What follows belongs to an exercise in optimizing a design on an open flow for small area, a short achievable clock period and few clock cycles; a production flow would make more cautious choices.
At most, simulation tests tie the RTL to the original design; equivalence was not proved.
No activity file was given, so power comes from the tool's default toggle rates.

Setup of the previous run:
==> flow/design.v (excerpt) <==
module convolution
(
output [4:0] memX_addr,
input      [7:0] dataX,
output [4:0] memY_addr,
input      [7:0] dataY,
input start,
output [15:0] dataZ,
output [5:0] memZ_addr,
output writeZ,
input      [4:0] sizeX,
input      [4:0] sizeY,
input            shape,
output busy,
output done,
input clk,
input rst_n
);
   reg        done_r;     
   reg        act;        
   reg        on;         
   reg        l1, l2, l3, wz;
   reg        f1, f2, f3;
   reg [4:0]  j, i;
   reg        dir, fst;
   reg [7:0]  xr, yr;
   reg [15:0] ps, pc;
   wire [15:0] ms, mc;
   reg [15:0] acc;
   reg [5:0]  zaddr;
   reg [4:0] lo_t, him1_t;
   reg       empty_t;
   always @(*) begin
      case (sizeX)
         5'd1: lo_t = 5'd29;
         5'd2: lo_t = 5'd29;
         5'd3: lo_t = 5'd30;
         5'd4: lo_t = 5'd30;
         5'd5: lo_t = 5'd31;
         5'd6: lo_t = 5'd31;
         5'd7: lo_t = 5'd0;
         5'd8: lo_t = 5'd0;
         5'd9: lo_t = 5'd1;
         5'd10: lo_t = 5'd1;
         5'd11: lo_t = 5'd2;
         5'd12: lo_t = 5'd2;
         5'd13: lo_t = 5'd3;
         5'd14: lo_t = 5'd3;
         5'd15: lo_t = 5'd4;
         5'd16: lo_t = 5'd4;
         5'd17: lo_t = 5'd5;
         5'd18: lo_t = 5'd5;
  ...
clock: 6.0 ns
lec_check: 0
abc_clock_period_in_ps: 2500
cap_margin: 20
core_margin: 2
core_utilization: 40
cts_buf_list: sky130_fd_sc_hd__clkbuf_8
place_density: 0.6
setup_slack_margin: 3.0
slew_margin: 20
standard.sh (not shown) runs the stock make flow with config.mk's settings and CLKGATE_MAP_FILE= SYNTH_SCRIPT=/design/flow/synth_recipe.tcl, a recipe that flattens the netlist after the stock synthesis.
==> flow/flow/run.sh <==
#!/bin/bash
# Own flow: the standard layout, with small buffers on the ports and a lighter clock tree.
export BUFFER_PORTS_ARGS="-buffer_cell sky130_fd_sc_hd__buf_1"
export CTS_ARGS="-sink_clustering_enable -repair_clock_nets -buf_list sky130_fd_sc_hd__clkbuf_8 -dont_use_dummy_load"
bash standard.sh finish > standard.log 2>&1
The following lists how the current run was set up differently from the previous run:
--- a/flow/design.v
+++ b/flow/design.v
@@ -154,77 +154,20 @@
    wire endT  = corner | (shape & lastK & (kq == him1));
    wire adv  = on ? lastK : 1'b1;
    wire rsel = on ? dir : 1'b1;
    wire jdec = ~adv & dir;
    wire jinc = (~adv & ~dir) | (adv & (rsel ? i_top : ~j_top));
    wire idec = ~adv & ~dir;
    wire iinc = (~adv & dir) | (adv & (rsel ? ~i_top : j_top));
    wire [15:0] accg = f3 ? 16'd0 : acc;
    wire [15:0] as   = accg ^ ps ^ pc;
    wire [15:0] ac   = (accg & ps) | (accg & pc) | (ps & pc);
-   wire [15:0] acc_n;
-   wire [15:0] ac_sh = {ac[14:0], 1'b0};
-   wire [15:0] a_p = as ^ ac_sh;
-   wire [15:0] a_g = as & ac_sh;
-   wire a_G1 = a_g[1] | (a_p[1] & a_g[0]);
-   wire a_P1 = a_p[1] & a_p[0];
-   wire a_G2 = a_g[3] | (a_p[3] & a_g[2]);
-   wire a_P2 = a_p[3] & a_p[2];
-   wire a_G3 = a_g[5] | (a_p[5] & a_g[4]);
-   wire a_P3 = a_p[5] & a_p[4];
-   wire a_G4 = a_g[7] | (a_p[7] & a_g[6]);
-   wire a_P4 = a_p[7] & a_p[6];
-   wire a_G5 = a_g[9] | (a_p[9] & a_g[8]);
-   wire a_P5 = a_p[9] & a_p[8];
-   wire a_G6 = a_g[11] | (a_p[11] & a_g[10]);
-   wire a_P6 = a_p[11] & a_p[10];
-   wire a_G7 = a_g[13] | (a_p[13] & a_g[12]);
-   wire a_P7 = a_p[13] & a_p[12];
-   wire a_G8 = a_g[15] | (a_p[15] & a_g[14]);
-   wire a_P8 = a_p[15] & a_p[14];
-   wire a_G9 = a_G2 | (a_P2 & a_G1);
-   wire a_P9 = a_P2 & a_P1;
-   wire a_G10 = a_G4 | (a_P4 & a_G3);
-   wire a_P10 = a_P4 & a_P3;
-   wire a_G11 = a_G6 | (a_P6 & a_G5);
-   wire a_P11 = a_P6 & a_P5;
-   wire a_G12 = a_G8 | (a_P8 & a_G7);
-   wire a_P12 = a_P8 & a_P7;
-   wire a_G13 = a_G10 | (a_P10 & a_G9);
-   wire a_P13 = a_P10 & a_P9;
-   wire a_G14 = a_G12 | (a_P12 & a_G11);
-   wire a_P14 = a_P12 & a_P11;
-   wire a_G15 = a_G14 | (a_P14 & a_G13);
-   wire a_P15 = a_P14 & a_P13;
-   wire a_G16 = a_G11 | (a_P11 & a_G13);
-   wire a_P16 = a_P11 & a_P13;
-   wire a_G17 = a_G3 | (a_P3 & a_G9);
-   wire a_P17 = a_P3 & a_P9;
-   wire a_G18 = a_G5 | (a_P5 & a_G13);
-   wire a_P18 = a_P5 & a_P13;
-   wire a_G19 = a_G7 | (a_P7 & a_G16);
-   wire a_P19 = a_P7 & a_P16;
-   wire a_G20 = a_g[2] | (a_p[2] & a_G1);
-   wire a_P20 = a_p[2] & a_P1;
-   wire a_G21 = a_g[4] | (a_p[4] & a_G9);
-   wire a_P21 = a_p[4] & a_P9;
-   wire a_G22 = a_g[6] | (a_p[6] & a_G17);
-   wire a_P22 = a_p[6] & a_P17;
-   wire a_G23 = a_g[8] | (a_p[8] & a_G13);
-   wire a_P23 = a_p[8] & a_P13;
-   wire a_G24 = a_g[10] | (a_p[10] & a_G18);
-   wire a_P24 = a_p[10] & a_P18;
-   wire a_G25 = a_g[12] | (a_p[12] & a_G16);
-   wire a_P25 = a_p[12] & a_P16;
-   wire a_G26 = a_g[14] | (a_p[14] & a_G19);
-   wire a_P26 = a_p[14] & a_P19;
-   assign acc_n = {a_p[15] ^ a_G26, a_p[14] ^ a_G19, a_p[13] ^ a_G25, a_p[12] ^ a_G16, a_p[11] ^ a_G24, a_p[10] ^ a_G18, a_p[9] ^ a_G23, a_p[8] ^ a_G13, a_p[7] ^ a_G22, a_p[6] ^ a_G17, a_p[5] ^ a_G21, a_p[4] ^ a_G9, a_p[3] ^ a_G20, a_p[2] ^ a_G1, a_p[1] ^ a_g[0], a_p[0]};
    always @(posedge clk or negedge rst_n) begin
       if (!rst_n) begin
          done_r <= 1'b1;
          act    <= 1'b0;
          on     <= 1'b0;
          l1 <= 1'b0; l2 <= 1'b0; l3 <= 1'b0;
          wz <= 1'b0;
       end else begin
          if (done_r) begin
             if (start) begin
@@ -265,21 +208,21 @@
             if (adv) dir <= on & ~dir;
             fst <= adv;
          end
          if (wz | (act & ~on & (kq != lo))) zaddr <= zaddr + 6'd1;
       end
       f1 <= fst; f2 <= f1; f3 <= f2;
       xr  <= dataX;
       yr  <= dataY;
       ps  <= ms;
       pc  <= mc;
-      acc <= acc_n;
+      acc <= as + {ac[14:0], 1'b0};
    end
    wire m_pp0_0 = xr[0] & yr[0];
    wire m_pp0_1 = xr[0] & yr[1];
    wire m_pp0_2 = xr[0] & yr[2];
    wire m_pp0_3 = xr[0] & yr[3];
    wire m_pp0_4 = xr[0] & yr[4];
    wire m_pp0_5 = xr[0] & yr[5];
    wire m_pp0_6 = xr[0] & yr[6];
    wire m_pp0_7 = xr[0] & yr[7];
    wire m_pp1_0 = xr[1] & yr[0];
--- outcome ---
Post-CTS repair timing setup buffer count for the current run: 15 down relative to the previous run
Comparing the two runs side by side, the current run comes out behind the previous run on post-synth design cell area.
Share of layout cells above drive strength 1: the current run and the previous run compared, higher one is the previous run
Diff the previous run..the current run | clock input transition at the sequential cells of the worst setup and hold paths | negligible
Side by side, core utilization turned out lower in the current run than in the previous run.
The slowest library cell on the worst path comes out sky130_fd_sc_hd__fa_1 in one run and sky130_fd_sc_hd__fa_2 in the other, namely in the current run and the previous run respectively.
Delta (the current run minus the previous run): post-route worst setup slack +290 ps; critical path data required time comparable; detailed-routing wirelength on met1 now smaller; area of placed instances did not really move; instance count on the critical path shows a reduction of 1.
Actual slew at the worst max-slew pin: the current run and the previous run compared, higher one is the previous run
The current run vs. the previous run: adder and majority gate portion of the synthesized area fell by 2.1 points; routed wire length fell by about 1.5%.
Testbench counts of the current run, summed over its fixed seeds: cycles 40,586.
The RTL of the previous run was laid out without a check of its function.

---

## old
convolution, a different RTL version from the one above (not shown whole).
For scale: ~610 cells after synthesis, ~94 flip-flops, about 65 I/O pins, about 5800 um^2 of cells after synthesis.
==> flow/design.v (excerpt) <==
module convolution
(
output [4:0] memX_addr,
input      [7:0] dataX,
output [4:0] memY_addr,
input      [7:0] dataY,
input start,
output [15:0] dataZ,
output [5:0] memZ_addr,
output writeZ,
input      [4:0] sizeX,
input      [4:0] sizeY,
input            shape,
output busy,
output done,
input clk,
input rst_n
);
clock: 6.0 ns
lec_check: 0
abc_clock_period_in_ps: 2500
cap_margin: 20
core_margin: 2
core_utilization: 55
cts_buf_list: sky130_fd_sc_hd__clkbuf_8
place_density: 0.7
setup_slack_margin: 3.1
slew_margin: 20
Scripts as last shown in full above: flow/flow/run.sh
old finished every step from synthesis to the final layout, and the layout passed the timing, design-rule and antenna checks.
Testbench counts of old, summed over its fixed seeds: cycles 40,586.
--- input diff old..new ---
--- a/flow/design.v
+++ b/flow/design.v
@@ -19,23 +19,25 @@
    reg        done_r;     
    reg        act;        
    reg        on;         
    reg        l1, l2, l3, wz;
    reg        f1, f2, f3;
    reg [4:0]  lo;
    reg [4:0]  j, i;
    reg        dir, fst;
    reg [7:0]  xr, yr;
    reg [15:0] ps, pc;
    wire [15:0] ms, mc;
-   reg [15:0] acc;
+   reg [9:0]  acc_lo;            
+   reg [5:0]  acc_hi;            
+   reg        cy;
    reg [5:0]  zaddr;
    reg [4:0] lo_t, him1_t;
    reg       empty_t;
    always @(*) begin
       case (sizeX)
          5'd1: lo_t = 5'd29;
          5'd2: lo_t = 5'd29;
          5'd3: lo_t = 5'd30;
          5'd4: lo_t = 5'd30;
          5'd5: lo_t = 5'd31;
          5'd6: lo_t = 5'd31;
@@ -150,25 +152,28 @@
    wire i_top = (ip == sizeY);
    wire j_bot = (j == 5'd0);
    wire i_bot = (i == 5'd0);
    wire lastK = dir ? (j_bot | i_top) : (j_top | i_bot);
    wire corner = j_top & i_top;
    wire adv  = on ? lastK : 1'b1;
    wire rsel = on ? dir : 1'b1;
    wire jdec = ~adv & dir;
    wire jinc = (~adv & ~dir) | (adv & (rsel ? i_top : ~j_top));
    wire idec = ~adv & ~dir;
    wire iinc = (~adv & dir) | (adv & (rsel ? ~i_top : j_top));
-   wire [15:0] accg = f3 ? 16'd0 : acc;
+   wire [15:0] accg = f3 ? 16'd0 : {acc_hi, acc_lo};
+   wire        cyg  = ~f3 & cy;
    wire [15:0] as   = accg ^ ps ^ pc;
    wire [15:0] ac   = (accg & ps) | (accg & pc) | (ps & pc);
+   wire [10:0] sum_lo = {1'b0, as[9:0]} + {1'b0, ac[8:0], 1'b0};
+   wire [5:0]  sum_hi = as[15:10] + ac[14:9] + {5'd0, cyg};
    always @(posedge clk or negedge rst_n) begin
       if (!rst_n) begin
          done_r <= 1'b1;
          act    <= 1'b0;
          on     <= 1'b0;
          l1 <= 1'b0; l2 <= 1'b0; l3 <= 1'b0;
          wz <= 1'b0;
       end else begin
          if (done_r) begin
             if (start) begin
                done_r <= 1'b0;
@@ -214,23 +219,25 @@
             if (adv) dir <= on & ~dir;
             fst <= adv;
          end
          if (wz | (act & ~on & ~at_lo)) zaddr <= zaddr + 6'd1;
       end
       lo <= lo_t;
       f1 <= fst; f2 <= f1; f3 <= f2;
       xr  <= dataX;
       yr  <= dataY;
       ps  <= ms;
       pc  <= mc;
-      acc <= as + {ac[14:0], 1'b0};
+      acc_lo <= sum_lo[9:0];
+      cy     <= sum_lo[10];
+      acc_hi <= sum_hi;
    end
    wire m_pp0_0 = xr[0] & yr[0];
    wire m_pp0_1 = xr[0] & yr[1];
    wire m_pp0_2 = xr[0] & yr[2];
    wire m_pp0_3 = xr[0] & yr[3];
    wire m_pp0_4 = xr[0] & yr[4];
    wire m_pp0_5 = xr[0] & yr[5];
    wire m_pp0_6 = xr[0] & yr[6];
    wire m_pp0_7 = xr[0] & yr[7];
    wire m_pp1_0 = xr[1] & yr[0];
    wire m_pp1_1 = xr[1] & yr[1];
@@ -453,16 +460,16 @@
    assign m_79 = m_56 ^ m_57 ^ m_pp7_4;
    assign m_80 = (m_56 & m_57) | (m_56 & m_pp7_4) | (m_57 & m_pp7_4);
    assign m_81 = m_58 ^ m_59 ^ m_pp7_5;
    assign m_82 = (m_58 & m_59) | (m_58 & m_pp7_5) | (m_59 & m_pp7_5);
    assign m_83 = m_60 ^ m_pp6_7 ^ m_pp7_6;
    assign m_84 = (m_60 & m_pp6_7) | (m_60 & m_pp7_6) | (m_pp6_7 & m_pp7_6);
    assign ms = {1'b0, m_84, m_82, m_80, m_78, m_76, m_74, m_72, m_70, m_68, m_66, m_64, m_62, m_61, m_pp0_1, m_pp0_0};
    assign mc = {1'b0, m_pp7_7, m_83, m_81, m_79, m_77, m_75, m_73, m_71, m_69, m_67, m_65, m_63, m_pp2_0, m_pp1_0, 1'b0};
    assign memX_addr = j;
    assign memY_addr = i;
    assign memZ_addr = zaddr;
-   assign dataZ     = acc;
+   assign dataZ     = {acc_hi + {5'd0, cy}, acc_lo};
    assign writeZ    = wz;
    assign done      = done_r;
    assign busy      = ~done_r;
 endmodule
Findings:
- Both conditions hold for new: the flow ran to the end and the final layout passed the timing, design-rule and antenna checks.
- Synthesized-area fraction occupied by adder cells: lower on old
- new leaves more setup margin than old.
- Compared with old, in new flop and latch count out of synthesis climbed 1; tap cell count -3; sum of net half-perimeters after detailed placement went down 7.9%; post-CTS setup buffer count lost 2.
- Max sequential cell area in the final layout across new and old: new
- Summary — compound-gate portion of the synthesized area, new relative to old: lower, by 0.61 points.
- Comparing new and old, the lower average via count per standard cell is on new.
- Between old and new, the flow reports net load switching power decreasing by more than 10%.
- As of new, number of sequential cells had risen slightly compared to old.
- old -> new: multi-input combinational cell area decreased by a few percent
- Endpoint of the most critical setup path = acc[15]: old; endpoint of the most critical setup path = pc[9]: new
- Re chip height: new and old aren't equal, and the higher value belongs to old.
Testbench counts of new, summed over its fixed seeds: cycles 40,586.

---

## v6
RTL: one of the versions met above, not the one the previous note started from.
Size in the first run: roughly 560 cells after synthesis, roughly 95 flip-flops.
clock: 6.0 ns
lec_check: 0
abc_clock_period_in_ps: 2500
cap_margin: 20
core_margin: 2
core_utilization: 55
cts_buf_list: sky130_fd_sc_hd__clkbuf_8
place_density: 0.7
setup_slack_margin: 3.4
slew_margin: 20
Scripts as last shown in full above: flow/flow/run.sh
Testbench counts of v6, summed over its fixed seeds: cycles 40,586.
## Diff of input files: v7 against v6
--- a/flow/design.v
+++ b/flow/design.v
@@ -23,17 +23,15 @@
    reg        f1, f2, f3;
    reg [4:0]  lo;
    reg [4:0]  j, i;
    reg        dir, fst;
    reg [7:0]  xr, yr;
    reg [15:0] ps, pc;
    wire [15:0] ms, mc;
-   reg [9:0]  acc_lo;            
-   reg [5:0]  acc_hi;            
-   reg        cy;
+   reg [15:0] acc;
    reg [5:0]  zaddr;
    reg [4:0] lo_t, him1_t;
    reg       empty_t;
    always @(*) begin
       case (sizeX)
          5'd1: lo_t = 5'd29;
          5'd2: lo_t = 5'd29;
@@ -156,20 +154,17 @@
    wire corner = j_top & i_top;
    wire adv  = on ? lastK : 1'b1;
    wire rsel = on ? dir : 1'b1;
    wire jdec = ~adv & dir;
    wire jinc = (~adv & ~dir) | (adv & (rsel ? i_top : ~j_top));
    wire idec = ~adv & ~dir;
    wire iinc = (~adv & dir) | (adv & (rsel ? ~i_top : j_top));
-   wire [15:0] accg = f3 ? 16'd0 : {acc_hi, acc_lo};
-   wire        cyg  = ~f3 & cy;
+   wire [15:0] accg = f3 ? 16'd0 : acc;
    wire [15:0] as   = accg ^ ps ^ pc;
    wire [15:0] ac   = (accg & ps) | (accg & pc) | (ps & pc);
-   wire [10:0] sum_lo = {1'b0, as[9:0]} + {1'b0, ac[8:0], 1'b0};
-   wire [5:0]  sum_hi = as[15:10] + ac[14:9] + {5'd0, cyg};
    always @(posedge clk or negedge rst_n) begin
       if (!rst_n) begin
          done_r <= 1'b1;
          act    <= 1'b0;
          on     <= 1'b0;
          l1 <= 1'b0; l2 <= 1'b0; l3 <= 1'b0;
          wz <= 1'b0;
@@ -223,17 +218,15 @@
       end
       lo <= lo_t;
       f1 <= fst; f2 <= f1; f3 <= f2;
       xr  <= dataX;
       yr  <= dataY;
       ps  <= ms;
       pc  <= mc;
-      acc_lo <= sum_lo[9:0];
-      cy     <= sum_lo[10];
-      acc_hi <= sum_hi;
+      acc <= as + {ac[14:0], 1'b0};
    end
    wire m_pp0_0 = xr[0] & yr[0];
    wire m_pp0_1 = xr[0] & yr[1];
    wire m_pp0_2 = xr[0] & yr[2];
    wire m_pp0_3 = xr[0] & yr[3];
    wire m_pp0_4 = xr[0] & yr[4];
    wire m_pp0_5 = xr[0] & yr[5];
@@ -464,12 +457,12 @@
    assign m_83 = m_60 ^ m_pp6_7 ^ m_pp7_6;
    assign m_84 = (m_60 & m_pp6_7) | (m_60 & m_pp7_6) | (m_pp6_7 & m_pp7_6);
    assign ms = {1'b0, m_84, m_82, m_80, m_78, m_76, m_74, m_72, m_70, m_68, m_66, m_64, m_62, m_61, m_pp0_1, m_pp0_0};
    assign mc = {1'b0, m_pp7_7, m_83, m_81, m_79, m_77, m_75, m_73, m_71, m_69, m_67, m_65, m_63, m_pp2_0, m_pp1_0, 1'b0};
    assign memX_addr = j;
    assign memY_addr = i;
    assign memZ_addr = zaddr;
-   assign dataZ     = {acc_hi + {5'd0, cy}, acc_lo};
+   assign dataZ     = acc;
    assign writeZ    = wz;
    assign done      = done_r;
    assign busy      = ~done_r;
 endmodule
Findings:
- v6 → v7: number of nets in the synthesized netlist grew by 6.4%, post-route core utilization picked up an extra 1.7 points, final cell count without fillers higher.
- Summary of v7 over v6: maximum frequency decreased about 0.4%, routed wire length increased 1700 um, wire length of the first global-routing pass increased about 13%, total power increased 13%.
- Run comparison: v7 most common cell after layout, fill and taps aside inv_1; v6 most common cell after layout, fill and taps aside dfxtp_1
- For v6, the endpoint of the worst setup timing path was pc[8]$_DFF_P_, unlike v7, where it was pc[9]$_DFF_P_.
- When the final numbers for v7 and v6 were put side by side, the sequential standard cell area turned out to be smaller in v7.
Testbench counts of v7, summed over its fixed seeds: cycles 40,586.

[port drivers added, routing unchanged]
The results above use ideal ports. As a check the final layouts listed here were re-extracted and re-timed, cells and wires unchanged. Step 1 sets driving cells, clkbuf_16 on the clock port and buf_2 on the other inputs (assumed; they add their load-dependent delay and slew). Step 2 moves the port delays by t, midway between the first and last clock arrival at a register: inputs arrive t later, outputs are due t later. That takes back most of the time a late clock gives input paths. Three values: ideal, step 1, step 2; two values: the first two.
run | shift t [ns] | slack for setup (ns) | worst setup path at the end
the previous run | 0.389 | 2.770 / 2.770 / 2.555 | input to register
the current run | 0.386 | 3.059 / 3.059 / 2.698 | input to register
old | 0.377 | 3.161 / 3.161 / 2.876 | input to register
new | 0.390 | 3.212 / 3.212 / 2.935 | input to register
v6 | 0.380 | 3.334 / 3.334 / 3.046 | input to register
v7 | 0.387 | 3.324 / 3.324 / 3.045 | input to register
After both steps setup and hold are still met in every run listed. For the current run, which loses most, drivers alone change the setup slack by 0.000 ns; drivers and shift together by -0.361 ns.
